What follows belongs to an exercise in optimizing a design on an open flow for small area; a production flow would make more cautious choices. In this exercise RTL edits were held to simulation tests only and were not proved equivalent to the original.

==> design/flow/constraint.sdc <==
create_clock -name core_clock -period 80.0 [get_ports {clk}]
set_input_delay 16.0000 -clock core_clock [delete_from_list [all_inputs] [get_ports {clk}]]
set_output_delay 16.0000 -clock core_clock [all_outputs]
set_load 0.01 [all_outputs]
==> design/flow/config.mk <==
export PLATFORM = sky130hd
export DESIGN_NAME = top
export DESIGN_NICKNAME = top
export VERILOG_FILES = /design/flow/design.v
export SDC_FILE = /design/flow/constraint.sdc
export NUM_CORES = 4
export LEC_CHECK = 0
export ABC_AREA = 1
export CAP_MARGIN = 20
export CORE_MARGIN = 2
export CORE_UTILIZATION = 65
export CTS_CLUSTER_DIAMETER = 100
export CTS_CLUSTER_SIZE = 20
export SLEW_MARGIN = 20
==> design/flow/design.v <==
module top
  (
    input clk,
    input rstn,
    input en,
    input [15 : 0] xin,
    output y
  );
  integer i;
  function [23 : 0] add24;
    input [23 : 0] a;
    input [23 : 0] b;
    input ci;
    integer k;
    reg c;
    begin
      c = ci;
      for (k = 0; k < 24; k = k + 1)
      begin
        add24[k] = a[k] ^ b[k] ^ c;
        c = (a[k] & b[k]) | (c & (a[k] ^ b[k]));
      end
    end
  endfunction
  function geu16;
    input [15 : 0] a;
    input [15 : 0] b;
    integer k;
    reg c;
    begin
      c = 1'b1;
      for (k = 0; k < 16; k = k + 1)
        c = (a[k] & ~b[k]) | (c & (a[k] | ~b[k]));
      geu16 = c;
    end
  endfunction
  function ges16;
    input [15 : 0] a;
    input [15 : 0] b;
    begin
      ges16 = geu16({~a[15], a[14 : 0]}, {~b[15], b[14 : 0]});
    end
  endfunction
  function [23 : 0] sx16;
    input [15 : 0] a;
    begin
      sx16 = {{8{a[15]}}, a};
    end
  endfunction
  reg [5 : 0] vcnt;
  wire vld1 = |vcnt;
  wire vld6 = vcnt[5] | vcnt[4] | vcnt[3] | (vcnt[2] & vcnt[1]);
  wire vld12 = vcnt[5] | vcnt[4] | (vcnt[3] & vcnt[2]);
  wire vld16 = vcnt[5] | vcnt[4];
  wire vld29 = vcnt[5] | (vcnt[4] & vcnt[3] & vcnt[2] & (vcnt[1] | vcnt[0]));
  wire vld32 = vcnt[5];
  reg [15 : 0] lx [0 : 11];
  reg [15 : 0] ly0_r, ly1_r;
  wire [15 : 0] ly0 = vld1 ? ly0_r : 16'd0;
  wire [15 : 0] ly1 = vld1 ? ly1_r : 16'd0;
  wire [15 : 0] lx0 = vld1 ? lx[0] : 16'd0;
  wire [15 : 0] lx5 = vld6 ? lx[5] : 16'd0;
  wire [15 : 0] lx11 = vld12 ? lx[11] : 16'd0;
  wire [23 : 0] yl_a = add24({sx16(ly0), 1'b0}, sx16(lx0), 1'b0);
  wire [23 : 0] yl_b = add24(yl_a, sx16(lx11), 1'b0);
  wire [23 : 0] yl_c = add24(sx16(ly1), {sx16(lx5), 1'b0}, 1'b0);
  wire [23 : 0] yl = add24(yl_b, ~yl_c, 1'b1);
  reg [15 : 0] hx [1 : 31];
  reg [1 : 0] hx0_lo_r;
  wire [1 : 0] hx0_lo = vld1 ? hx0_lo_r : 2'd0;
  wire [15 : 0] hx0 = {ly0[13 : 0], hx0_lo};
  wire [15 : 0] hx15 = vld16 ? hx[15] : 16'd0;
  wire [15 : 0] hx31 = vld32 ? hx[31] : 16'd0;
  reg [15 : 0] hy0_r;       
  wire [15 : 0] hy0 = vld1 ? hy0_r : 16'd0;
  wire [23 : 0] hz_a = add24(sx16(hy0), sx16(hx0), 1'b0);
  wire [23 : 0] hz = add24(sx16(hx31), ~hz_a, 1'b1);
  wire [23 : 0] hpf_w = add24({8'd0, hx15}, {8'd0, hz[20 : 5]}, 1'b0);
  wire [15 : 0] hpf_out = hpf_w[15 : 0];
  reg [15 : 0] s1_r, s2_r, p0_r, p1_r;
  wire [15 : 0] s1 = vld1 ? s1_r : 16'd0;
  wire [15 : 0] s2 = vld1 ? s2_r : 16'd0;
  wire [15 : 0] p0 = vld1 ? p0_r : 16'd0;
  wire [15 : 0] p1 = vld1 ? p1_r : 16'd0;
  wire [23 : 0] dv_w = add24({8'd0, s1}, ~{8'd0, s2}, 1'b1);
  wire [14 : 0] e = dv_w[14 : 0];
  reg [23 : 0] sq_acc;
  reg [23 : 0] sq_row;
  integer si, sj;
  always @*
  begin
    sq_acc = 24'd0;
    for (si = 0; si < 8; si = si + 1)
      sq_acc[2 * si] = e[si];
    for (si = 0; si < 7; si = si + 1)
    begin
      sq_row = 24'd0;
      for (sj = si + 1; sj < 15; sj = sj + 1)
        if (si + sj + 1 < 16)
          sq_row[si + sj + 1] = e[si] & e[sj];
      sq_acc = add24(sq_acc, sq_row, 1'b0);
    end
  end
  wire [15 : 0] sq = sq_acc[15 : 0];
  wire [14 : 0] sq_c = {sq[15 : 2], sq[0]};    
  reg [14 : 0] ix [0 : 28];
  reg [20 : 0] racc_r;
  wire [20 : 0] racc = vld1 ? racc_r : 21'h0F0000;
  wire [15 : 0] ix28 = vld29 ? {ix[28][14 : 1], 1'b0, ix[28][0]} : 16'd0;
  wire [23 : 0] u0 = add24({3'd0, racc}, {8'd0, sq}, 1'b0);
  wire [4 : 0] w_hi = ix28[15] ? (sq[15] ? 5'h00 : 5'h1f) : (sq[15] ? 5'h01 : 5'h00);
  wire [23 : 0] racc_nx = add24(u0, ~{3'd0, w_hi, ix28}, 1'b1);
  wire sneg = ~(u0[20] | (&u0[19 : 16]));
  wire [23 : 0] u1 = add24(u0, sneg ? 24'd29 : 24'd0, 1'b0);
  reg [19 : 0] q15;
  reg [3 : 0] r15;
  reg [4 : 0] x15;
  integer di;
  always @*
  begin
    r15 = 4'd0;
    for (di = 20; di >= 1; di = di - 1)
    begin
      x15 = {r15, u1[di]};
      q15[di - 1] = x15[4] | (&x15[3 : 0]);
      if (q15[di - 1])
        r15 = x15[3 : 0] + 4'd1;
      else
        r15 = x15[3 : 0];
    end
  end
  wire [15 : 0] mwi = q15[15 : 0] ^ 16'h8000;
  reg [15 : 0] isum_r;
  wire [15 : 0] isum = vld1 ? isum_r : 16'd0;
  reg [15 : 0] a0_r, a1_r, peak_i;
  reg [1 : 0] gi_r;
  reg [2 : 0] gs_r;
  wire [1 : 0] gi = vld1 ? gi_r : 2'd0;
  wire [2 : 0] gs = vld1 ? gs_r : 3'd0;
  wire [15 : 0] a0 = vld1 ? a0_r : 16'd0;
  wire [15 : 0] a1 = vld1 ? a1_r : 16'd0;
  reg st_i;
  reg [15 : 0] peak_f;
  reg st_f;
  reg [5 : 0] c200i, c200f;
  reg fl200i, fl200f;
  reg [8 : 0] c2s;
  reg fl2s;
  reg [15 : 0] rrc;
  reg init_thrs, load, npu, spu;
  reg [1 : 0] state;
  reg timer_2s_trigger;
  reg [1 : 0] rr_counter;
  reg [15 : 0] peak_f_best, peak_i_sb, peak_f_sb;
  reg [15 : 0] spk_i, npk_i, spk_f, npk_f;
  reg [15 : 0] thri_1, thri_2, thrf_1, thrf_2;
  reg [15 : 0] sr1 [0 : 5];
  reg [15 : 0] sr2 [0 : 5];
  reg [15 : 0] avg_lim;    
  reg [15 : 0] avg_miss;   
  reg regular;
  wire [15 : 0] rr_interval = rrc;
  wire s1_gt_s2 = ~ges16(s2, s1);
  wire isum_gt_a0 = ~ges16(a0, isum);
  always @(posedge clk)
  begin
    if (en)
    begin
      lx[0] <= xin;
      for (i = 1; i < 12; i = i + 1)
        lx[i] <= lx[i - 1];
      hx[1] <= hx0;
      for (i = 2; i < 32; i = i + 1)
        hx[i] <= hx[i - 1];
      ix[0] <= sq_c;
      for (i = 1; i < 29; i = i + 1)
        ix[i] <= ix[i - 1];
      ly0_r <= yl[20 : 5];
      ly1_r <= ly0;
      hx0_lo_r <= yl[4 : 3];
      hy0_r <= hpf_out;
      s1_r <= hy0;
      s2_r <= s1;
      p0_r <= s2;
      p1_r <= p0;
      gs_r <= {gs[1 : 0], s1_gt_s2};
      racc_r <= racc_nx[20 : 0];
      isum_r <= mwi;
      a0_r <= isum;
      a1_r <= a0;
      gi_r <= {gi[0], isum_gt_a0};
    end
  end
  always @(posedge clk or negedge rstn)
  begin
    if (!rstn)
    begin
      vcnt <= 0;
    end
    else if (en)
    begin
      if (!vcnt[5])
        vcnt <= add24({18'd0, vcnt}, 24'd0, 1'b1);
    end
  end
  wire a1_gt_a2 = gi[1];
  wire a1_ge_a0 = ~gi[0];
  wire a1_gt_pk = ~ges16(peak_i, a1);
  wire p1_gt_p2 = gs[2];
  wire p1_ge_p0 = ~gs[1];
  wire p1_gt_pk = ~ges16(peak_f, p1);
  always @(posedge clk or negedge rstn)
  begin
    if (!rstn)
    begin
      st_i <= 0;
      peak_f <= 0;
      st_f <= 0;
    end
    else if (en)
    begin
      if (a1_gt_a2 && a1_ge_a0)
      begin
        if (c200i == 0 || a1_gt_pk)
          st_i <= 1;
      end
      else
        st_i <= 0;
      if (p1_gt_p2 && p1_ge_p0)
      begin
        if (c200f == 0 || p1_gt_pk)
        begin
          peak_f <= p1;
          st_f <= 1;
        end
      end
      else
        st_f <= 0;
    end
  end
  always @(posedge clk)
  begin
    if (en && a1_gt_a2 && a1_ge_a0 && (c200i == 0 || a1_gt_pk))
      peak_i <= a1;
  end
  wire [23 : 0] c200i_inc = add24({18'd0, c200i}, 24'd0, 1'b1);
  wire [23 : 0] c200f_inc = add24({18'd0, c200f}, 24'd0, 1'b1);
  wire [23 : 0] c2s_inc = add24({15'd0, c2s}, 24'd0, 1'b1);
  wire [23 : 0] rrc_inc = add24({8'd0, rrc}, 24'd0, 1'b1);
  always @(posedge clk or negedge rstn)
  begin
    if (!rstn)
    begin
      c200i <= 0;
      fl200i <= 0;
      c200f <= 0;
      fl200f <= 0;
      c2s <= 0;
      fl2s <= 0;
      rrc <= 0;
    end
    else
    begin
      if (en && st_i)
      begin
        c200i <= 1;
        fl200i <= 0;
      end
      else if (en)
      begin
        if (c200i == 0)
          fl200i <= 0;
        else if (c200i == 40)
        begin
          c200i <= 0;
          fl200i <= 1;
        end
        else
          c200i <= c200i_inc[5 : 0];
      end
      if (en && st_f)
      begin
        c200f <= 1;
        fl200f <= 0;
      end
      else if (en)
      begin
        if (c200f == 0)
          fl200f <= 0;
        else if (c200f == 40)
        begin
          c200f <= 0;
          fl200f <= 1;
        end
        else
          c200f <= c200f_inc[5 : 0];
      end
      if (timer_2s_trigger)
      begin
        c2s <= 1;
        fl2s <= 0;
      end
      else if (en)
      begin
        if (c2s == 0)
          fl2s <= 0;
        else if (c2s == 400)
        begin
          c2s <= 0;
          fl2s <= 1;
        end
        else
          c2s <= c2s_inc[8 : 0];
      end
      if (spu)
        rrc <= 1;
      else if (load)
        rrc <= 0;
      else if (en)
        rrc <= rrc_inc[15 : 0];
    end
  end
  function [17 : 0] div25;
    input [15 : 0] a;
    reg [23 : 0] n;
    reg [4 : 0] r;
    reg [5 : 0] x;
    reg [12 : 0] q;
    integer k;
    begin
      n = {a[15], a[15], a[15], a[15], a[15], a[15], a, 2'b00};
      n = add24(n, 24'd102400, 1'b0);
      r = 5'd0;
      for (k = 17; k >= 0; k = k - 1)
      begin
        x = {r, n[k]};
        if (k < 13)
          q[k] = (x >= 6'd25);
        if (x >= 6'd25)
          r = x - 6'd25;
        else
          r = x[4 : 0];
      end
      div25 = {q, r};
    end
  endfunction
  wire [17 : 0] dl = div25(avg_lim);
  wire [12 : 0] ql = dl[17 : 5];      
  wire [4 : 0] rl = dl[4 : 0];
  wire [17 : 0] dm = div25(avg_miss);
  wire [12 : 0] qm = dm[17 : 5];
  wire [4 : 0] rm = dm[4 : 0];
  wire [23 : 0] qsl = {{12{~ql[12]}}, ql[11 : 0]};
  wire [23 : 0] qsm = {{12{~qm[12]}}, qm[11 : 0]};
  wire [23 : 0] rrhigh_w = add24(sx16(avg_lim), qsl, rl >= 5'd13);
  wire [23 : 0] ql_p1 = add24(qsl, 24'd0, 1'b1);
  wire [23 : 0] rrlow_w = add24(sx16(avg_lim), ~{ql_p1[23], ql_p1[23 : 1]}, 1'b1);
  wire bonus_m = avg_miss[0] ? (avg_miss[15] ? (rm != 5'd0) : 1'b1) : (rm >= 5'd13);
  wire [23 : 0] rm_a = add24(sx16(avg_miss), {{9{avg_miss[15]}}, avg_miss[15 : 1]}, bonus_m);
  wire [23 : 0] rrmiss_w = add24(rm_a, qsm, 1'b0);
  wire [15 : 0] rrlow = rrlow_w[15 : 0];
  wire [15 : 0] rrhigh = rrhigh_w[15 : 0];
  wire [15 : 0] rrmiss = rrmiss_w[15 : 0];
  wire s200ms_flag = fl200i;
  wire rru = spu & (state == 2'd3);
  wire pi_gt_t1 = ~ges16(thri_1, peak_i);
  wire pi_ge_t1 = ges16(peak_i, thri_1);
  wire pf_gt_t1 = ~ges16(thrf_1, peak_f_best);
  wire pf_ge_t1 = ges16(peak_f_best, thrf_1);
  wire pi_gt_max = ~ges16(spk_i, peak_i);
  wire pf_gt_max = ~ges16(spk_f, peak_f_best);
  wire pi_gt_sb = ~ges16(peak_i_sb, peak_i);
  wire rr_ge_72 = (|rrc[15 : 7]) | (rrc[6] & (rrc[5] | rrc[4] | rrc[3]));
  wire rr_gt_miss = ~geu16(rrmiss, rrc);
  wire sbi_ge_t2 = ges16(peak_i_sb, thri_2);
  wire sbf_ge_t2 = ges16(peak_f_sb, thrf_2);
  wire [23 : 0] mean_i = add24({8'd0, npk_i}, {8'd0, peak_i}, 1'b0);
  wire [23 : 0] mean_f = add24({8'd0, npk_f}, {8'd0, peak_f_best}, 1'b0);
  always @(posedge clk or negedge rstn)
  begin
    if (!rstn)
    begin
      init_thrs <= 0;
      load <= 0;
      npu <= 0;
      spu <= 0;
      state <= 0;
      timer_2s_trigger <= 0;
      rr_counter <= 0;
      peak_f_best <= 0;
    end
    else if (en)
    begin
      if (fl200f == 1)
        peak_f_best <= peak_f;
      case (state)
        2'd0:
        begin
          if (s200ms_flag == 1)
          begin
            state <= 2'd1;
            timer_2s_trigger <= 1;
            rr_counter <= 0;
          end
        end
        2'd1:
        begin
          timer_2s_trigger <= 0;
          if (fl2s == 1)
          begin
            init_thrs <= 1;
            state <= 2'd2;
          end
        end
        2'd2:
        begin
          init_thrs <= 0;
          if (s200ms_flag == 1)
          begin
            if (pi_gt_t1 && pf_gt_t1)
              spu <= 1;
            else
            begin
              npu <= 1;
              load <= 1;
            end
            rr_counter <= rr_counter + 1;
          end
          else
          begin
            spu <= 0;
            npu <= 0;
            load <= 0;
          end
          if (rr_counter == 2)
          begin
            rr_counter <= 0;
            state <= 2'd3;
          end
        end
        2'd3:
        begin
          if (s200ms_flag == 1)
          begin
            if (pi_ge_t1 && pf_ge_t1)
            begin
              npu <= 0;
              spu <= 1;
            end
            else
            begin
              npu <= 1;
              spu <= 0;
            end
          end
          else
          begin
            spu <= 0;
            npu <= 0;
            load <= 0;
          end
          if (rr_gt_miss)
          begin
            if (sbi_ge_t2 && sbf_ge_t2)
            begin
              npu <= 0;
              spu <= 1;
              load <= 1;
            end
          end
        end
      endcase
      if (load == 1)
        load <= 0;
    end
  end
  wire [15 : 0] sel_i = load ? 16'd0 : peak_i;
  wire [15 : 0] sel_f = load ? 16'd0 : peak_f;
  function [15 : 0] upd8;
    input [15 : 0] p;
    input [15 : 0] k;
    reg [23 : 0] w;
    reg [23 : 0] b;
    reg c;
    begin
      w = add24(sx16(p), ~sx16(k), 1'b1);                  
      b = add24({{3{w[23]}}, w[23 : 3]}, sx16(k), 1'b0);    
      c = b[16] ? (w[2] & (w[1] | w[0])) : w[2];
      b = add24(b, 24'd0, c);
      upd8 = b[15 : 0];
    end
  endfunction
  wire [15 : 0] base_i = spu ? spk_i : npk_i;
  wire [15 : 0] base_f = spu ? spk_f : npk_f;
  wire [15 : 0] new_i = upd8(sel_i, base_i);
  wire [15 : 0] new_f = upd8(sel_f, base_f);
  wire [15 : 0] nspk_i = init_thrs ? (spk_i >> 1) : (spu ? new_i : spk_i);
  wire [15 : 0] nnpk_i = init_thrs ? (npk_i >> 3) : (npu ? new_i : npk_i);
  wire [15 : 0] nspk_f = init_thrs ? (spk_f >> 1) : (spu ? new_f : spk_f);
  wire [15 : 0] nnpk_f = init_thrs ? (npk_f >> 3) : (npu ? new_f : npk_f);
  function [31 : 0] thr;
    input [15 : 0] s;
    input [15 : 0] n;
    input init;
    reg [23 : 0] d;
    reg [23 : 0] a;
    reg [23 : 0] t1;
    reg [23 : 0] t2;
    reg c;
    begin
      d = add24({8'd0, s}, ~{8'd0, n}, 1'b1);
      a = add24(sx16(n), {{10{init ? 1'b0 : d[15]}}, d[15 : 2]}, 1'b0);
      c = a[16] ? (d[1] & d[0]) : d[1];
      t1 = add24(a, 24'd0, init ? 1'b0 : c);
      if (init)
        t2 = {9'd0, t1[15 : 1]};
      else
        t2 = add24({8'd0, t1[15], t1[15 : 1]}, 24'd0, t1[0] & ~t1[15]);
      thr = {t2[15 : 0], t1[15 : 0]};
    end
  endfunction
  function [15 : 0] half_t;
    input [15 : 0] t;
    reg [23 : 0] u;
    begin
      u = add24({8'd0, t[15], t[15 : 1]}, 24'd0, t[0] & t[15]);
      half_t = u[15 : 0];
    end
  endfunction
  wire [31 : 0] thr_i = thr(nspk_i, nnpk_i, init_thrs);
  wire [31 : 0] thr_f = thr(nspk_f, nnpk_f, init_thrs);
  wire upd = init_thrs | spu | npu;
  wire [15 : 0] thi1_p = upd ? thr_i[15 : 0] : thri_1;
  wire [15 : 0] thf1_p = upd ? thr_f[15 : 0] : thrf_1;
  wire [15 : 0] nthi1 = regular ? half_t(thi1_p) : thi1_p;
  wire [15 : 0] nthf1 = regular ? half_t(thf1_p) : thf1_p;
  always @(posedge clk)
  begin
    if (en)
    begin
      if (!state[1])
      begin
        if (s200ms_flag)
        begin
          if (!state[0])
          begin
            spk_i <= peak_i;
            npk_i <= peak_i;
            spk_f <= peak_f_best;
            npk_f <= peak_f_best;
          end
          else
          begin
            if (pi_gt_max)
              spk_i <= peak_i;
            if (pf_gt_max)
              spk_f <= peak_f_best;
            npk_i <= {1'b0, mean_i[15 : 1]};
            npk_f <= {1'b0, mean_f[15 : 1]};
          end
        end
      end
      else
      begin
        npk_i <= nnpk_i;
        spk_i <= nspk_i;
        npk_f <= nnpk_f;
        spk_f <= nspk_f;
      end
      thri_1 <= state[1] ? nthi1 : 16'd0;
      thri_2 <= upd ? thr_i[31 : 16] : thri_2;
      thrf_1 <= state[1] ? nthf1 : 16'd0;
      thrf_2 <= upd ? thr_f[31 : 16] : thrf_2;
    end
  end
  wire [23 : 0] sum1_a = add24(sx16(rrc), sx16(sr1[1]), 1'b0);
  wire [23 : 0] sum1_b = add24(sum1_a, sx16(sr1[2]), 1'b0);
  wire [23 : 0] sum1_c = add24(sum1_b, sx16(sr1[3]), 1'b0);
  wire [23 : 0] sum1_d = add24(sum1_c, sx16(sr1[4]), 1'b0);
  wire [23 : 0] sum1 = add24(sum1_d, sx16(sr1[5]), 1'b0);
  wire [23 : 0] sum2_a = add24(sx16(rrc), sx16(sr2[1]), 1'b0);
  wire [23 : 0] sum2_b = add24(sum2_a, sx16(sr2[2]), 1'b0);
  wire [23 : 0] sum2_c = add24(sum2_b, sx16(sr2[3]), 1'b0);
  wire [23 : 0] sum2_d = add24(sum2_c, sx16(sr2[4]), 1'b0);
  wire [23 : 0] sum2 = add24(sum2_d, sx16(sr2[5]), 1'b0);
  wire [23 : 0] avg1_w = add24({{3{sum1[23]}}, sum1[23 : 3]}, 24'd0, sum1[18] & (sum1[2 : 0] != 3'd0));
  wire [23 : 0] avg2_w = add24({{3{sum2[23]}}, sum2[23 : 3]}, 24'd0, sum2[18] & (sum2[2 : 0] != 3'd0));
  wire [15 : 0] avg1 = avg1_w[15 : 0];
  wire [15 : 0] avg2 = avg2_w[15 : 0];
  wire in_range = ges16(rrc, rrlow) && ges16(rrhigh, rrc);
  always @(posedge clk)
  begin
    if (en)
    begin
      if (state != 2'd3)
      begin
        for (i = 0; i < 6; i = i + 1)
        begin
          sr1[i] <= 200;
          sr2[i] <= 200;
        end
        avg_lim <= 200;
        avg_miss <= 200;
      end
      else if (spu)
      begin
        sr1[0] <= rrc;
        for (i = 1; i < 6; i = i + 1)
          sr1[i] <= sr1[i - 1];
        if (in_range)
        begin
          sr2[0] <= rrc;
          for (i = 1; i < 6; i = i + 1)
            sr2[i] <= sr2[i - 1];
          avg_lim <= avg1;
          avg_miss <= avg2;
        end
        else
          avg_miss <= avg1;
      end
    end
  end
  always @(posedge clk or negedge rstn)
  begin
    if (!rstn)
      regular <= 0;
    else if (en)
      regular <= rru & !in_range;
  end
  always @(posedge clk)
  begin
    if (en)
    begin
      if (state != 2'd3)
      begin
        peak_i_sb <= 0;
        peak_f_sb <= 0;
      end
      else
      begin
        if (s200ms_flag)
        begin
          if (pi_ge_t1 && pf_ge_t1)
          begin
            peak_i_sb <= 0;
            peak_f_sb <= 0;
          end
          else if (pi_gt_sb && rr_ge_72)
          begin
            peak_i_sb <= peak_i;
            peak_f_sb <= peak_f_best;
          end
        end
        if (rr_gt_miss && sbi_ge_t2 && sbf_ge_t2)
        begin
          peak_i_sb <= 0;
          peak_f_sb <= 0;
        end
      end
    end
  end
  assign y = (rstn | en) ? (load | spu) : 1'b0;
endmodule
==> design/flow/run.sh <==
#!/bin/bash
# synth_recipe.tcl (not shown) runs the flow's synth.tcl, then flattens the netlist and writes it again
# the make line also repeats each setting of config.mk as NAME=value (left out here)
make -C /OpenROAD-flow-scripts/flow DESIGN_CONFIG=/design/flow/config.mk WORK_HOME=/design/flow/orfs CLKGATE_MAP_FILE= SYNTH_SCRIPT=/design/flow/synth_recipe.tcl finish
==> notes.md, run 1 <==
The flow ran to the end and the layout has no timing, DRC or antenna violations. Among all stages on the critical path, the largest delay is contributed by clkdlybuf4s50_1. The most used flip-flop cell after synthesis is edfxtp_1.

The number of optimization iterations in the first detailed-route pass came out at 6. The actual transition at the worst max-transition pin is 1.06 ns. Entering global routing, the biggest net connects 191 pins. Setup repair after global routing left no endpoint under its margin. The initial standard-cell utilization of the core was 0.657; the achievable clock frequency was 0.0300 GHz. The met1 usage in global routing was 0.324.

The number of setup buffers added after CTS is 0. Counting every net in the synthesized netlist gives 8175. The y dimension of the die was 377 um; the post-synthesis sequential area ratio was 0.587.

Maximum net fanout on the critical path: 21. Class of the tightest hold or removal check: flip-flop to flip-flop. Area of the core: 138000 sq um.

The first global-routing pass estimated 271000 um of wire. TritonCTS built the clock tree. Detailed placement ended at an HPWL of 119000 um. The logs give 3 for the level count of the clock H-tree and 9692 for the total of fill cells in the finished design. The tools report the via count of the first global-routing pass as 50431. Buffers inserted during clock tree synthesis total 100. The number of max-cap violations is 0. In the layout the commonest cells are edfxtp_1, nand2_1, inv_1. The initial antenna violation count came out at 2. The signal on the critical path passes through buf_4, nor2_1, nor2_1, clkdlybuf4s50_1. Once the clock tree was built, the resizer swapped 0 gates to a different size. The worst setup path is launched from a primary input.

The number of pins with negative max-slew slack in the final report is 0, and the post-placement cell count is 8915. The logs give 0 for the total count of hold-check failures in the final report and 64.00 ns for the required time of the critical path. The library cell used most frequently in the layout, excluding fill and tap cells, is edfxtp_1.

The logs give 0 for the setup violation total in the final timing report and 0 ns for the total negative slack. The clock latency of the later-clocked register in the worst-skew pair is 0.75 ns. After clock tree synthesis, the flow added hold-fix buffers numbering 0. The type of the worst setup path is primary input to output pin.

Counting I/O delays and the setup requirement, the final critical path takes 33.31 ns. For this block, the initial DRC count from the detailed router was 3796. The root buffer cell chosen for the clock tree is clkbuf_16. The worst hold margin was 0.396 ns; the total number of yosys warnings was 6. The logs give 0 for the final global-route overflow total and 0.295 for the headroom to the max-slew limit.

The register clock-pin slew on the reported worst setup and hold paths is 0.08 ns. The met2 demand-to-capacity share in global routing was 0.425; the number of distinct library cell variants in the gate-level netlist after synthesis was 70. The I/O pin total was 20; the number of enable-type register cells in the synthesized netlist was 1697. Each instance of the synthesized netlist takes up on average 12.6 sq um. The worst setup path is captured at an output pin.

The largest stage delay on the critical path came out at 0.59 ns. The via density per instance came out at 5.50. Of all cell types, the one taking the most synthesized area is edfxtp_1. The width of the die came out at 377 um.

Routability-driven placement finished with a final weighted congestion of 0.899. The all-layer global routing usage was 0.244; the number of cells in the finished layout apart from fillers was 9073. The met3 routing resource usage after global routing is 0.0257. Wires add up to 168000 um. Data arrives at the worst endpoint at 17.31 ns. The fraction of final layout cells with drive strength greater than 1 was 0.0746; the ratio of final minimum period to clock period was 0.416.

Counting flops and latches in the post-synthesis netlist gives 1787. In this run the deepest clock path goes through 3 buffers. For the standard-cell row count, the log shows 136. The detail route stage leaves a number of antenna-violating nets equal to 0.

The logs give 49889 for the vias after detailed routing and 0.0506 ns for the worst clock skew on the final layout. CTS saw 1787 sinks. The summed instance area of the synthesized netlist came out at 90600 sq um.

Yosys attributes the largest share of cell area to edfxtp_1, fa_1, nand2_1, ha_1, inv_1. The cell that appears most often on the critical path is nor2_1. The area share of the leading cell type in the synthesized netlist was 0.562. The average wire per cell in the routed design is 18.6 um. After detailed routing, the number of remaining DRC violations is 0. Post-synthesis async set-or-reset flop share: 0.0504. The cell count after synthesis came out at 7197. The area growth from synthesis to layout is 5.82%. The die covers 142000 sq um. End-of-flow core utilization: 0.696.

The busiest layer in global routing was met2. For this run, the post-layout net count is 8201. Buffers placed on the I/O ports in this run total 19.
-- cells by family (layout without fill, tap and decap cells) --
family	after synthesis	in the layout	synth area share
fa+ha+maj	963	963	0.181
buf+inv	1412	1493	0.0587
mux	3	3	0.000373
xor+xnor	118	118	0.0127
flops	1787	1787	0.587
compound gates	699	699	0.0471
simple gates	2215	2215	0.113
other cells	0	1	0
-- routing by layer --
layer | up-vias | share of wire
li1 | 23880 | -
met1 | 24753 | 0.42
met2 | 1010 | 0.51
met3 | 246 | 0.041
met4 | 0 | 0.033
met5 | - | 0
-- cell usage after synthesis (all sizes together), types with 47 or more instances --
master and n:
a21oi 96, clkbuf 126, xor2 72, o21ai 355
dfrtp 90, o211ai 47, o22ai 69, inv 1247
nand3 298, fa 580, edfxtp 1697, ha 379
nand4 52, nand2 1460, o221ai 55, nor2 348
-- final timing paths --
kind / startpoint / end / slack [ns] / depth (start not counted)
setup / recovery: rstn / y / 46.69 / 4
setup reg to reg: vcnt[5] / isum_r[0] / 51.49 / 146
hold / removal: hx[25][0] / hx[26][0] / 0.40 / 0
hold reg to reg: hx[25][0] / hx[26][0] / 0.40 / 0
min in group asynchronous: rstn / timer_2s_trigger / 15.20 / 1
max in group asynchronous: rstn / peak_f_best[7] / 63.81 / 2
-- cell type report --
cell class | instances | area, sq um | area share
diodes | 1 | 2.50 | 0.0000261
clock buffers | 145 | 2670 | 0.0279
clock inverters | 12 | 229 | 0.00239
inverters | 1262 | 4740 | 0.0495
multi-input cells | 3998 | 32100 | 0.335
flip-flops and latches | 1787 | 53200 | 0.555
well taps | 1794 | 2240 | 0.0234
repair buffers | 74 | 643 | 0.00671
-- state kept, by name, indices dropped and copies added, names as in the netlist, 21 cells and up --
signal,cells
hx,495
ix,435
lx,192
sr1,96
sr2,96
racc_r,21
-- critical path, delay by kind of cell --
kind                   cells  cell delay [ns]
buffers and inverters      2             0.94
and+or+nand+nor            2             0.36
-- metrics by stage --
stage | worst slack (ns) | cell area (sq um)
2_1_floorplan | 47.22 | 90600
5_1_grt | 46.60 | 95900
3_5_place_dp | 46.67 | 93000
4_1_cts | 46.68 | 95900
6_report | 46.69 | 95900
3_3_place_gp | 46.69 | 93000
==> run 2, diff against run 1 <==
==> design/flow/flow/run.sh (new file) <==
#!/bin/bash
# Standard layout, except that synthesis maps the logic with an area-oriented
# ABC script (flow/abc_area.script).  Yosys, its register handling and every
# later step are the standard ones: synthesis runs with a copy of the ORFS
# scripts folder that differs only in abc_area.script, and the remaining
# steps run with the stock scripts.
set -euo pipefail
here=$(pwd)
rm -rf "$here/synth_scripts"
cp -r "$FLOW_HOME/scripts" "$here/synth_scripts"
cp "$here/flow/abc_area.script" "$here/synth_scripts/abc_area.script"
SCRIPTS_DIR="$here/synth_scripts" bash standard.sh synth > "$here/synth.log" 2>&1
bash standard.sh > "$here/layout.log" 2>&1
==> design/flow/flow/abc_area.script (new file) <==
strash
dc2
dch -f
amap
topo
stime -c
buffer -c
upsize -c
dnsize -c
==> design/flow/standard.sh (new file) <==
#!/bin/bash
# synth_recipe.tcl (not shown) runs the flow's synth.tcl, then flattens the netlist and writes it again
# the make line also repeats each setting of config.mk as NAME=value (left out here)
make -C /OpenROAD-flow-scripts/flow DESIGN_CONFIG=/design/flow/config.mk WORK_HOME=/design/flow/orfs CLKGATE_MAP_FILE= SYNTH_SCRIPT=/design/flow/synth_recipe.tcl "${@:-finish}"
removed: design/flow/run.sh
==> notes.md, run 2 <==
The post-synthesis async set-or-reset flop share was 0.0504 (unchanged). The tools report the area of the core as 133000 sq um (was 138000 sq um). The startpoint of the most critical register-to-register path is vcnt[4] (was vcnt[5]). The post-synthesis sequential area ratio was 0.613 (was 0.587).

The number of cells in the finished layout apart from fillers was 8004 (was 9073); the cell count after synthesis was 6168 (was 7197). The maximum net fanout on the critical path was 70 (was 21); the area share of the leading cell type in the synthesized netlist was 0.587 (was 0.562). The run gives 3 (unchanged) as the level count of the clock H-tree. Commonest non-fill, non-tap cells in the layout: edfxtp_1, inv_1, fa_1 (was edfxtp_1, nand2_1, inv_1). The run gives 7860 (was 8915) as the post-placement cell count. The tools report the startpoint of the worst hold path as lx[10][0] (was hx[25][0]). The logs give 46.60 ns (was 51.49 ns) for the setup slack of the worst register-to-register path and 0 (unchanged) for the number of buffers inserted for hold repair after clock tree synthesis. The type of the worst setup path is flip-flop to flip-flop (was primary input to output pin).

The post-layout minimum cycle time is 33.40 ns (was 33.31 ns), and the via density per instance is 5.75 (was 5.50). Setup repair after global routing left no endpoint under its margin. Cell repeated most along the worst path: ha_1 (was nor2_1). The class of the tightest hold or removal check is flip-flop to flip-flop (unchanged). For the worst-case clock buffer depth, the log shows 3 (unchanged). Cell accounting for the most synthesized area: edfxtp_1 (unchanged). The initial standard-cell utilization of the core was 0.652 (was 0.657); the y dimension of the die was 369 um (was 377 um). The final global-route overflow total was 0 (unchanged); the number of routed nets with antenna violations was 0 (unchanged).

The tools report the total clock buffers created by CTS as 100 (unchanged). The root cell of the clock tree is clkbuf_16 (unchanged). The run finished with no timing, DRC or antenna violations. The required time of the critical path was 80.49 ns (was 64.00 ns); the detailed-route wire length was 160000 um (was 168000 um). The number of antenna diodes came out at 0 (was 1). The setup slack at placement is 46.57 ns (was 46.67 ns). The clock latency of the later-clocked register in the worst-skew pair is 0.76 ns (was 0.75 ns). The tools report the nature of the critical path endpoint as a flip-flop (was an output pin). The tools report the number of pins with negative max-slew slack in the final report as 0 (unchanged).

The xor/xnor cell area share of the yosys netlist was 0.000808 (was 0.0127). The reg-to-reg critical path endpoint was isum_r[0] (unchanged). The largest stage delay on the critical path works out to 0.83 ns (was 0.59 ns). Most common cell after layout, fill and taps aside: edfxtp_1 (unchanged). The path depth of the worst reg2reg path was 164 (was 146). The total number of yosys warnings came out at 6 (unchanged). For the end-of-flow core utilization, the log shows 0.692 (was 0.696). The area fraction in and, or, nand and nor cells after synthesis was 0.0619 (was 0.113); the net count after synthesis was 7146 (was 8175). The actual transition at the worst max-transition pin is 1.13 ns (was 1.06 ns), and the global placer's final weighted congestion is 0.882 (was 0.899). The I/O pin total was 20 (unchanged); the die outline area was 136000 sq um (was 142000 sq um). The width of the die is 369 um (was 377 um), and the first-iteration detailed-routing DRC count is 4097 (was 3796). The run gives 86800 sq um (was 90600 sq um) as the summed instance area of the synthesized netlist. The run gives 7173 (was 8201) as the number of nets at the end of the flow. The logs give 0.0598 ns (was 0.0506 ns) for the worst clock skew on the final layout and 254000 um (was 271000 um) for the wire length of the first global-routing pass. The data arrival time at the worst-slack endpoint came out at 33.88 ns (was 17.31 ns).

The number of cells upsized or downsized after cts came out at 0 (unchanged). The fraction of final layout cells with drive strength greater than 1 works out to 0.0613 (was 0.0746). The per-instance average area after synthesis works out to 14.1 sq um (was 12.6 sq um). The growth of design area from synthesis to finish came out at 6.03% (was 5.82%). Startpoint type of the worst setup path: a flip-flop (was a primary input). The count of cells along the worst hold path was 0 (unchanged).

The number of port buffers is 19 (unchanged). Largest family of logic cells by synthesized area: adder cells (unchanged). TritonCTS built the clock tree.

The register clock-pin slew on the reported worst setup and hold paths works out to 0.09 ns (was 0.08 ns). The most common flop cell mapped by yosys was edfxtp_1 (unchanged). For the via count of the first global-routing pass, the log shows 46633 (was 50431). The average wire per cell in the routed design came out at 19.9 um (was 18.6 um).

The number of enable-type register cells in the synthesized netlist came out at 1697 (unchanged). The number of flip-flops and latches in the synthesized netlist works out to 1787 (unchanged). For the number of max-cap violations, the log shows 0 (unchanged).

For the achievable clock frequency, the log shows 0.0299 GHz (was 0.0300 GHz). The run gives 112000 um (was 119000 um) as the HPWL after detailed placement. The tools report the headroom to the max-slew limit as 0.247 (was 0.295). Ratio of final minimum period to clock period: 0.417 (was 0.416). The library cell contributing the largest single delay on the critical path was dfrtp_1 (was clkdlybuf4s50_1).

The least setup slack across all paths after layout came out at 46.60 ns (was 46.69 ns). Top flop regs: hx (495), ix (435), lx (192) (unchanged). The total negative slack was 0 ns (unchanged). The share of cell area taken by muxes after synthesis was 0 (was 0.000373). The initial antenna violation count is 0 (was 2), and the flip-flop count of the largest register after layout is 495 (unchanged). Top post-synthesis cells by area: edfxtp_1, fa_1, ha_1, inv_1, dfrtp_1 (was edfxtp_1, fa_1, nand2_1, ha_1, inv_1).

The run gives 0 (unchanged) as the setup violation total in the final timing report. The most frequent cell after synthesis is edfxtp_1 (unchanged). The total count of hold-check failures in the final report was 0 (unchanged).

The register ranked first by flip-flop count is hx (unchanged). End point of the worst hold path: lx[11][0] (was hx[26][0]). For the standard-cell row count, the log shows 134 (was 136). Commonest cells in the netlist: edfxtp_1, inv_1, fa_1 (was edfxtp_1, nand2_1, inv_1). The tools report the number of post-CTS setup repair buffers as 0 (unchanged).

The number of distinct library cell variants in the gate-level netlist after synthesis was 82 (was 70). The maximum number of pins on one net before global-route repair was 168 (was 191); the DRC violations left was 0 (unchanged).

The all-layer global routing usage is 0.239 (was 0.244), and the total of fill cells in the finished design is 9083 (was 9692). The adder-cell area share of the yosys netlist is 0.189 (was 0.181), and the number of optimization iterations in the first detailed-route pass is 6 (unchanged). Clock sink total: 1787 (unchanged). The area fraction in compound gates after synthesis is 0.0868 (was 0.0471), and the vias after detailed routing is 45990 (was 49889).
-- run 2: changes by cell type in the layout (fill, tap and decap cells not counted), moves of 126 or more --
cell,change
inv_1,-282
nor2b_1,+189
o22ai_1,+204
nand2_1,-932
nor2_1,+179
nand3_1,-257
o21ai_0,-126
-- run 2: per-layer routing --
metal  share of wire  vias to the layer above  wire length, um  GRT usage
met3           0.045                      235             7260     0.0271
li1                -                    21601                -          -
met4           0.024                        0             3790     0.0654
met1            0.45                    23051            71600      0.348
met5               0                        -                0          0
met2            0.48                     1103            77000      0.391
-- run 2: worst max path at each step --
stage,start,end,slack (ns),cells after the start
after floorplan,en,y,47.28,4
after global placement,rstn,y,46.56,4
after detailed placement,rstn,y,46.57,4
after CTS,rstn,y,46.57,4
after global routing,vcnt[4],isum_r[0],44.24,164
final,vcnt[4],isum_r[0],46.60,164
-- run 2: area by class of cell --
cell class	instances	area [sq um]	area share
clock buffers	132	2640	0.0287
clock inverters	11	245	0.00267
inverters	970	3660	0.0397
multi-input cells	3262	29400	0.319
flip-flops and latches	1787	53200	0.579
well taps	1768	2210	0.0240
repair buffers	74	628	0.00683
-- run 2: stage by stage --
| step | hold slack, ns | cell area, sq um |
|---|---|---|
| final | 0.400 | 92000 |
| after CTS | 0.394 | 92000 |
| after global placement | 0.400 | 89100 |
| after detailed placement | 0.405 | 89100 |
| after floorplan | 0.400 | 86800 |
| after global routing | 0.405 | 92000 |
-- run 2: kinds of logic after synthesis --
group                      count (synthesis)
DFF                                     1787
and+or+nand+nor                         1184
buffers and inverters                   1119
AOI/OAI and AO/OA                       1111
adders and majority gates                959
xor gates and xnor gates                   8
-- run 2: worst max-delay path, delay by kind of cell, from the launching register on --
kind / cells / cell delay [ns]
buf+inv: 38 / 4.36
flops: 1 / 0.83
compound gates: 36 / 7.00
xor+xnor: 4 / 0.82
fa+ha+maj: 55 / 15.52
simple gates: 31 / 4.55
==> run 3, diff against run 2 <==
==> design/flow/flow/abc_area.script (replaced) <==
strash
dc2
dch -f
amap -m -F 2 -A 8
topo
stime -c
==> notes.md, run 3 <==
The tools report the nature of the critical path endpoint as a flip-flop (unchanged). Top post-synthesis cells by area: edfxtp_1, fa_1, ha_1, clkinv_1, dfrtp_1 (was edfxtp_1, fa_1, ha_1, inv_1, dfrtp_1). The worst-case clock buffer depth is 3 (unchanged).

The tools report the root cell of the clock tree as clkbuf_16 (unchanged). The vias after detailed routing was 46195 (was 45990). The post-layout minimum cycle time works out to 37.85 ns (was 33.40 ns). TritonCTS built the clock tree. The cell accounting for the most synthesized area was edfxtp_1 (unchanged). The logs give 0 (unchanged) for the number of routed nets with antenna violations and 0.622 (was 0.613) for the post-synthesis sequential area ratio. The class of the tightest hold or removal check is flip-flop to flip-flop (unchanged).

The wire length of the first global-routing pass came out at 256000 um (was 254000 um). The run gives 0.244 (was 0.239) as the all-layer global routing usage. The net count after synthesis was 6943 (was 7146). The ratio of final minimum period to clock period works out to 0.473 (was 0.417). Post-synthesis async set-or-reset flop share: 0.0504 (unchanged). The total of fill cells in the finished design is 8954 (was 9083).

The routed length on met1 is 73900 um (was 71600 um). For the post-placement cell count, the log shows 7794 (was 7860). The register ranked first by flip-flop count was hx (unchanged). The library cell contributing the largest single delay on the critical path was fa_1 (was dfrtp_1). The fraction of final layout cells with drive strength greater than 1 was 0.0305 (was 0.0613); the level count of the clock H-tree was 3 (unchanged). The logs give 0.883 (was 0.882) for the global placer's final weighted congestion and 80.50 ns (was 80.49 ns) for the required time of the critical path. The number of flip-flops and latches in the synthesized netlist works out to 1787 (unchanged). The cell repeated most along the worst path is clkinv_1 (was ha_1).

Top flop regs: hx (495), ix (435), lx (192) (unchanged). The maximum net fanout on the critical path came out at 63 (was 70). The total number of yosys warnings is 6 (unchanged). The setup violation total in the final timing report is 0 (unchanged), and the register clock-pin slew on the reported worst setup and hold paths is 0.09 ns (about the same). The summed instance area of the synthesized netlist is 85500 sq um (was 86800 sq um). Type of the worst setup path: flip-flop to flip-flop (unchanged). Highest routed metal layer: met5 (was met4). The per-instance average area after synthesis is 14.3 sq um (was 14.1 sq um). Setup repair after global routing left no endpoint under its margin. Maximum number of pins on one net before global-route repair: 208 (was 168).

The tools report the number of cells upsized or downsized after cts as 0 (unchanged). For the cell count after synthesis, the log shows 5965 (was 6168). The number of distinct library cell variants in the gate-level netlist after synthesis came out at 53 (was 82). For the final global-route overflow total, the log shows 0 (unchanged). For the data arrival time at the worst-slack endpoint, the log shows 38.35 ns (was 33.88 ns). The achievable clock frequency is 0.0264 GHz (was 0.0299 GHz).

The most frequent cell after synthesis is edfxtp_1 (unchanged). The tools report the met2 wirelength from detailed routing as 74400 um (was 77000 um). The total count of hold-check failures in the final report was 0 (unchanged); the number of optimization iterations in the first detailed-route pass was 9 (was 6). The most common flop cell mapped by yosys was edfxtp_1 (unchanged).

Commonest non-fill, non-tap cells in the layout: edfxtp_1, clkinv_1, fa_1 (was edfxtp_1, inv_1, fa_1). For the total negative slack, the log shows 0 ns (unchanged). The run gives 1787 (unchanged) as the clock sink total. The run gives 160000 um (about the same) as the detailed-route wire length. The via density per instance was 5.83 (was 5.75). The average wire per cell in the routed design was 20.2 um (was 19.9 um); the worst clock skew on the final layout was 0.0379 ns (was 0.0598 ns). The startpoint type of the worst setup path is a flip-flop (unchanged).

The flip-flop count of the largest register after layout was 495 (unchanged). The area of the core was 131000 sq um (was 133000 sq um); the initial standard-cell utilization of the core was 0.653 (was 0.652). The most common cell after layout, fill and taps aside is edfxtp_1 (unchanged). The total clock buffers created by CTS came out at 100 (unchanged). Commonest cells in the netlist: edfxtp_1, clkinv_1, fa_1 (was edfxtp_1, inv_1, fa_1). The actual transition at the worst max-transition pin was 1.18 ns (was 1.13 ns). The growth of design area from synthesis to finish was 6.76% (was 6.03%); the die outline area was 134000 sq um (was 136000 sq um). The run gives 0 (unchanged) as the number of max-cap violations.

The run gives 46091 (was 46633) as the via count of the first global-routing pass. The initial antenna violation count is 3 (was 0), and the number of pins with negative max-slew slack in the final report is 0 (unchanged). The number of enable-type register cells in the synthesized netlist was 1697 (unchanged); the number of port buffers was 19 (unchanged).

The number of buffers inserted for hold repair after clock tree synthesis is 0 (unchanged). The number of nets at the end of the flow is 7121 (was 7173). Y dimension of the die: 367 um (was 369 um).

For the first-iteration detailed-routing DRC count, the log shows 4653 (was 4097). The I/O pin total was 20 (unchanged). The standard-cell row count was 133 (was 134); the number of post-CTS setup repair buffers was 0 (unchanged).

For the routed length on met3, the log shows 8900 um (was 7260 um). The run gives 7929 (was 8004) as the number of cells in the finished layout apart from fillers. The run gives 0.212 (was 0.247) as the headroom to the max-slew limit.

The area share of the leading cell type in the synthesized netlist came out at 0.596 (was 0.587). The DRC violations left was 0 (unchanged). For the HPWL after detailed placement, the log shows 111000 um (was 112000 um). The width of the die is 367 um (was 369 um). The tools report the clock latency of the later-clocked register in the worst-skew pair as 0.74 ns (was 0.76 ns). The largest stage delay on the critical path was 0.65 ns (was 0.83 ns).

The flow ran to the end and the layout has no timing, DRC or antenna violations.
==> run 3: kinds of logic after synthesis <==
family | Yosys count | share of synthesized area
AO/OA/AOI/OAI | 1172 | 0.0876
XOR/XNOR | 8 | 0.000819
adder cells (fa/ha/maj) | 959 | 0.191
buffers and inverters | 963 | 0.0423
flip-flops | 1787 | 0.622
AND/OR/NAND/NOR | 1076 | 0.0559
==> run 3: layout make-up <==
type | count | area [sq um] | share of cell area
clock buffers | 119 | 2580 | 0.0283
flip-flops and latches | 1787 | 53200 | 0.583
diodes | 2 | 5.00 | 0.0000548
clock inverters | 12 | 201 | 0.00221
well taps | 1755 | 2200 | 0.0240
repair buffers | 76 | 711 | 0.00778
multi-input cells | 3215 | 28800 | 0.315
inverters | 963 | 3620 | 0.0396
==> run 3: path summary, 6_finish.rpt <==
path	startpoint	to	depth (start not counted)	slack [ns]
max in group asynchronous	rstn	peak_f[10]	2	63.44
min reg2reg	ix[26][10]	ix[27][10]	0	0.41
min	ix[26][10]	ix[27][10]	0	0.41
max	vcnt[1]	isum_r[0]	166	42.15
max reg2reg	vcnt[1]	isum_r[0]	166	42.15
min in group asynchronous	rstn	spu	1	15.34
==> run 3: through the flow <==
step | hold slack [ns] | cell area (sq um) | setup WS, ns | util
4_1_cts | 0.403 | 91300 | 42.76 | 0.697
3_5_place_dp | 0.405 | 88500 | 42.81 | 0.676
3_3_place_gp | 0.400 | 88500 | 44.77 | 0.676
5_1_grt | 0.411 | 91300 | 39.34 | 0.697
2_1_floorplan | 0.400 | 85500 | 44.73 | -
6_report | 0.409 | 91300 | 42.15 | 0.697
==> run 3: critical path: cells and delay by family (launching register included) <==
| family | cells | cell delay, ns |
|---|---|---|
| adder cells (fa/ha/maj) | 59 | 16.38 |
| AO/OA/AOI/OAI | 36 | 9.81 |
| buffers and inverters | 43 | 6.11 |
| AND/OR/NAND/NOR | 25 | 4.24 |
| XOR/XNOR | 3 | 0.64 |
| flip-flops | 1 | 0.40 |
==> run 3: layer usage <==
layer  vias up  track usage
li1      21614            -
met1     23085        0.373
met2      1298        0.380
met3       196       0.0333
met4         2       0.0562
met5         -            0
==> run 4, diff against run 3 <==
==> design/flow/flow/abc_area.script (replaced) <==
strash
dc2
dch -f
amap -m -F 2 -A 8
topo
stime -c
buffer -c
upsize -c
dnsize -c
==> notes.md, run 4 <==
The logs give 0.656 (was 0.653) for the initial standard-cell utilization of the core and 113000 um (was 111000 um) for the HPWL after detailed placement. The cell accounting for the most synthesized area was edfxtp_1 (unchanged). The width of the die was 369 um (was 367 um); the global placer's final weighted congestion was 0.896 (was 0.883). The maximum number of pins on one net before global-route repair came out at 210 (was 208). The initial antenna violation count came out at 4 (was 3). The y dimension of the die is 369 um (was 367 um). The routed length on met3 is 9930 um (was 8900 um), and the number of routed nets with antenna violations is 0 (unchanged). For the net count after synthesis, the log shows 7092 (was 6943).

The startpoint type of the worst setup path was a primary input (was a flip-flop). Total count of hold-check failures in the final report: 0 (unchanged). Top post-synthesis cells by area: edfxtp_1, fa_1, ha_1, inv_1, dfrtp_1 (was edfxtp_1, fa_1, ha_1, clkinv_1, dfrtp_1). For the summed instance area of the synthesized netlist, the log shows 86500 sq um (was 85500 sq um). The total clock buffers created by CTS came out at 100 (unchanged). The maximum net fanout on the critical path came out at 52 (was 63).

The achievable clock frequency is 0.0297 GHz (was 0.0264 GHz), and the post-synthesis async set-or-reset flop share is 0.0504 (unchanged). The logs give 0 (unchanged) for the number of max-cap violations and 83 (was 53) for the number of distinct library cell variants in the gate-level netlist after synthesis. The all-layer global routing usage is 0.243 (was 0.244). The tools report the setup violation total in the final timing report as 0 (unchanged). The actual transition at the worst max-transition pin is 1.16 ns (was 1.18 ns). The routed length on met1 came out at 73400 um (was 73900 um).

The nature of the critical path endpoint is an output pin (was a flip-flop). Post-layout minimum cycle time: 33.66 ns (was 37.85 ns). The tools report the standard-cell row count as 133 (unchanged). The average wire per cell in the routed design works out to 20.3 um (was 20.2 um). Commonest non-fill, non-tap cells in the layout: edfxtp_1, inv_1, fa_1 (was edfxtp_1, clkinv_1, fa_1). The die outline area came out at 136000 sq um (was 134000 sq um). The register clock-pin slew on the reported worst setup and hold paths came out at 0.08 ns (was 0.09 ns). The growth of design area from synthesis to finish is 6.18% (was 6.76%), and the worst clock skew on the final layout is 0.0418 ns (was 0.0379 ns).

The tools report the total negative slack as 0 ns (unchanged). The highest routed metal layer was met5 (unchanged). The ratio of final minimum period to clock period works out to 0.421 (was 0.473). The number of post-CTS setup repair buffers was 0 (unchanged); the met2 wirelength from detailed routing was 74300 um (was 74400 um). The tools report the cell count after synthesis as 6114 (was 5965). The tools report the area of all placed cells without fillers as 91800 sq um (was 91300 sq um). Number of cells in the finished layout apart from fillers: 7966 (was 7929). The tools report the clock latency of the later-clocked register in the worst-skew pair as 0.75 ns (was 0.74 ns). TritonCTS built the clock tree. The number of pins with negative max-slew slack in the final report was 0 (unchanged); the worst hold margin was 0.407 ns (was 0.409 ns). The flip-flop count of the largest register after layout works out to 495 (unchanged). Beginning of the critical path: rstn (was vcnt[1]).

Fraction of final layout cells with drive strength greater than 1: 0.0609 (was 0.0305). The most common flop cell mapped by yosys is edfxtp_1 (unchanged). The number of flip-flops and latches in the synthesized netlist is 1787 (unchanged). The most common cell after layout, fill and taps aside was edfxtp_1 (unchanged). The least setup slack across all paths after layout came out at 46.34 ns (was 42.15 ns). The total number of yosys warnings was 6 (unchanged). Root cell of the clock tree: clkbuf_16 (unchanged). The run finished with no timing, DRC or antenna violations. The tools report the data arrival time at the worst-slack endpoint as 17.66 ns (was 38.35 ns). The DRC violations left is 0 (unchanged). Commonest cells in the netlist: edfxtp_1, inv_1, fa_1 (was edfxtp_1, clkinv_1, fa_1). The post-placement cell area was 88900 sq um (was 88500 sq um).

Register ranked first by flip-flop count: hx (unchanged). Most frequent cell after synthesis: edfxtp_1 (unchanged). The tools report the startpoint of the worst hold path as ix[17][3] (was ix[26][10]). Clock sink total: 1787 (unchanged).

The detailed-route wire length was 161000 um (was 160000 um). The via density per instance was 5.82 (was 5.83); the wire length of the first global-routing pass was 257000 um (was 256000 um). The required time of the critical path is 64.00 ns (was 80.50 ns). The level count of the clock H-tree is 3 (unchanged).

The number of nets at the end of the flow is 7126 (was 7121). The area share of the leading cell type in the synthesized netlist came out at 0.589 (was 0.596). Setup repair after global routing left no endpoint under its margin. The worst-case clock buffer depth came out at 3 (unchanged). Vias after detailed routing: 46400 (was 46195).

The setup slack at placement was 46.25 ns (was 42.81 ns); the post-placement cell count was 7801 (was 7794). For the number of cells upsized or downsized after cts, the log shows 0 (unchanged). The logs give 0.697 (about the same) for the end-of-flow core utilization and 10 (was 9) for the number of optimization iterations in the first detailed-route pass. The final global-route overflow total is 0 (unchanged). The logs give 20 (unchanged) for the I/O pin total and 132000 sq um (was 131000 sq um) for the area of the core. The number of buffers inserted for hold repair after clock tree synthesis was 0 (unchanged). The startpoint of the most critical register-to-register path was vcnt[5] (was vcnt[1]). The tools report the first-iteration detailed-routing DRC count as 4883 (was 4653). The run gives 0.615 (was 0.622) as the post-synthesis sequential area ratio.

Class of the tightest hold or removal check: flip-flop to flip-flop (unchanged). The number of enable-type register cells in the synthesized netlist is 1697 (unchanged). Top flop regs: hx (495), ix (435), lx (192) (unchanged).

The tools report the headroom to the max-slew limit as 0.224 (was 0.212). Type of the worst setup path: primary input to output pin (was flip-flop to flip-flop). The per-instance average area after synthesis is 14.1 sq um (was 14.3 sq um), and the via count of the first global-routing pass is 46026 (was 46091).

The number of port buffers was 19 (unchanged).
==> run 4: cell count changes in the layout (fill, tap and decap cells not counted), sizes merged <==
cell / before / now
buf: 59 / 64
clkbuf: 119 / 154
clkinv: 969 / 17
clkinvlp: 2 / 0
diode: 2 / 1
inv: 4 / 956
nand2b: 18 / 17
or2b: 0 / 1
==> run 4: routing by layer <==
metal | global-route usage | vias up
met3 | 0.0347 | 202
met2 | 0.373 | 1392
met1 | 0.371 | 23212
met4 | 0.0646 | 6
met5 | 0 | -
li1 | - | 21588
==> run 4: path summary, 6_finish.rpt <==
kind,end,slack [ns],depth (start not counted)
hold / removal,ix[18][3],0.41,0
max in group asynchronous,peak_f[15],63.52,2
hold reg to reg,ix[18][3],0.41,0
min in group asynchronous,fl200f,15.37,1
setup / recovery,y,46.34,4
setup reg to reg,isum_r[0],46.58,169
==> run 4: cells by family (layout without fill, tap and decap cells) <==
| group | after synthesis | in the layout | synth area share |
|---|---|---|---|
| compound gates | 1172 | 1172 | 0.0902 |
| xor+xnor | 8 | 8 | 0.000810 |
| simple gates | 1076 | 1076 | 0.0561 |
| other cells | 0 | 1 | 0 |
| buf+inv | 1112 | 1208 | 0.0483 |
| fa+ha+maj | 959 | 959 | 0.189 |
| flops | 1787 | 1787 | 0.615 |
==> run 4: critical path, stage by stage <==
cell	delay (ns)
buf_4	0.52
nor2_1	0.08
nor2_1	0.29
clkdlybuf4s50_1	0.60
==> run 4: layout make-up <==
class | count | area, sq um
Antenna cell | 1 | 2.50
Clock buffer | 154 | 2740
Clock inverter | 10 | 178
Fill cell | 9037 | 40000
Inverter | 963 | 3620
Multi-Input combinational cell | 3215 | 29100
Sequential cell | 1787 | 53200
Tap cell | 1755 | 2200
Timing Repair Buffer | 81 | 721

==> afterwards: timing with drivers on the ports <==
No port has a modelled driver above. Below, the same layouts with a new extraction and two added sets of constraints. Step 1 (the two cells are an assumption about what drives the block):
set clk [get_ports {clk}]
set_driving_cell -lib_cell sky130_fd_sc_hd__clkbuf_16 $clk
set_driving_cell -lib_cell sky130_fd_sc_hd__buf_2 [delete_from_list [all_inputs] $clk]
Step 2 moves the port delays by t, midway between the first and last clock arrival at a register: inputs arrive t later, outputs are due t later. That takes back most of the time a late clock gives input paths. Slacks: ideal ports / drivers / drivers and shift; pairs: ideal ports / drivers.
run	t, ns	setup slack, ns	latest minus earliest clock arrival (ns)
run 1	0.800	46.687 / 46.664 / 46.664	0.054 / 0.053
run 2	0.807	46.604 / 46.525 / 46.525	0.061 / 0.061
run 3	0.795	42.147 / 42.147 / 42.147	0.043 / 0.043
run 4	0.793	46.343 / 46.307 / 46.307	0.049 / 0.050
After both steps setup and hold are still met in every run listed. For run 2, which loses most, drivers alone change the setup slack by -0.079 ns; drivers and shift together by -0.079 ns.
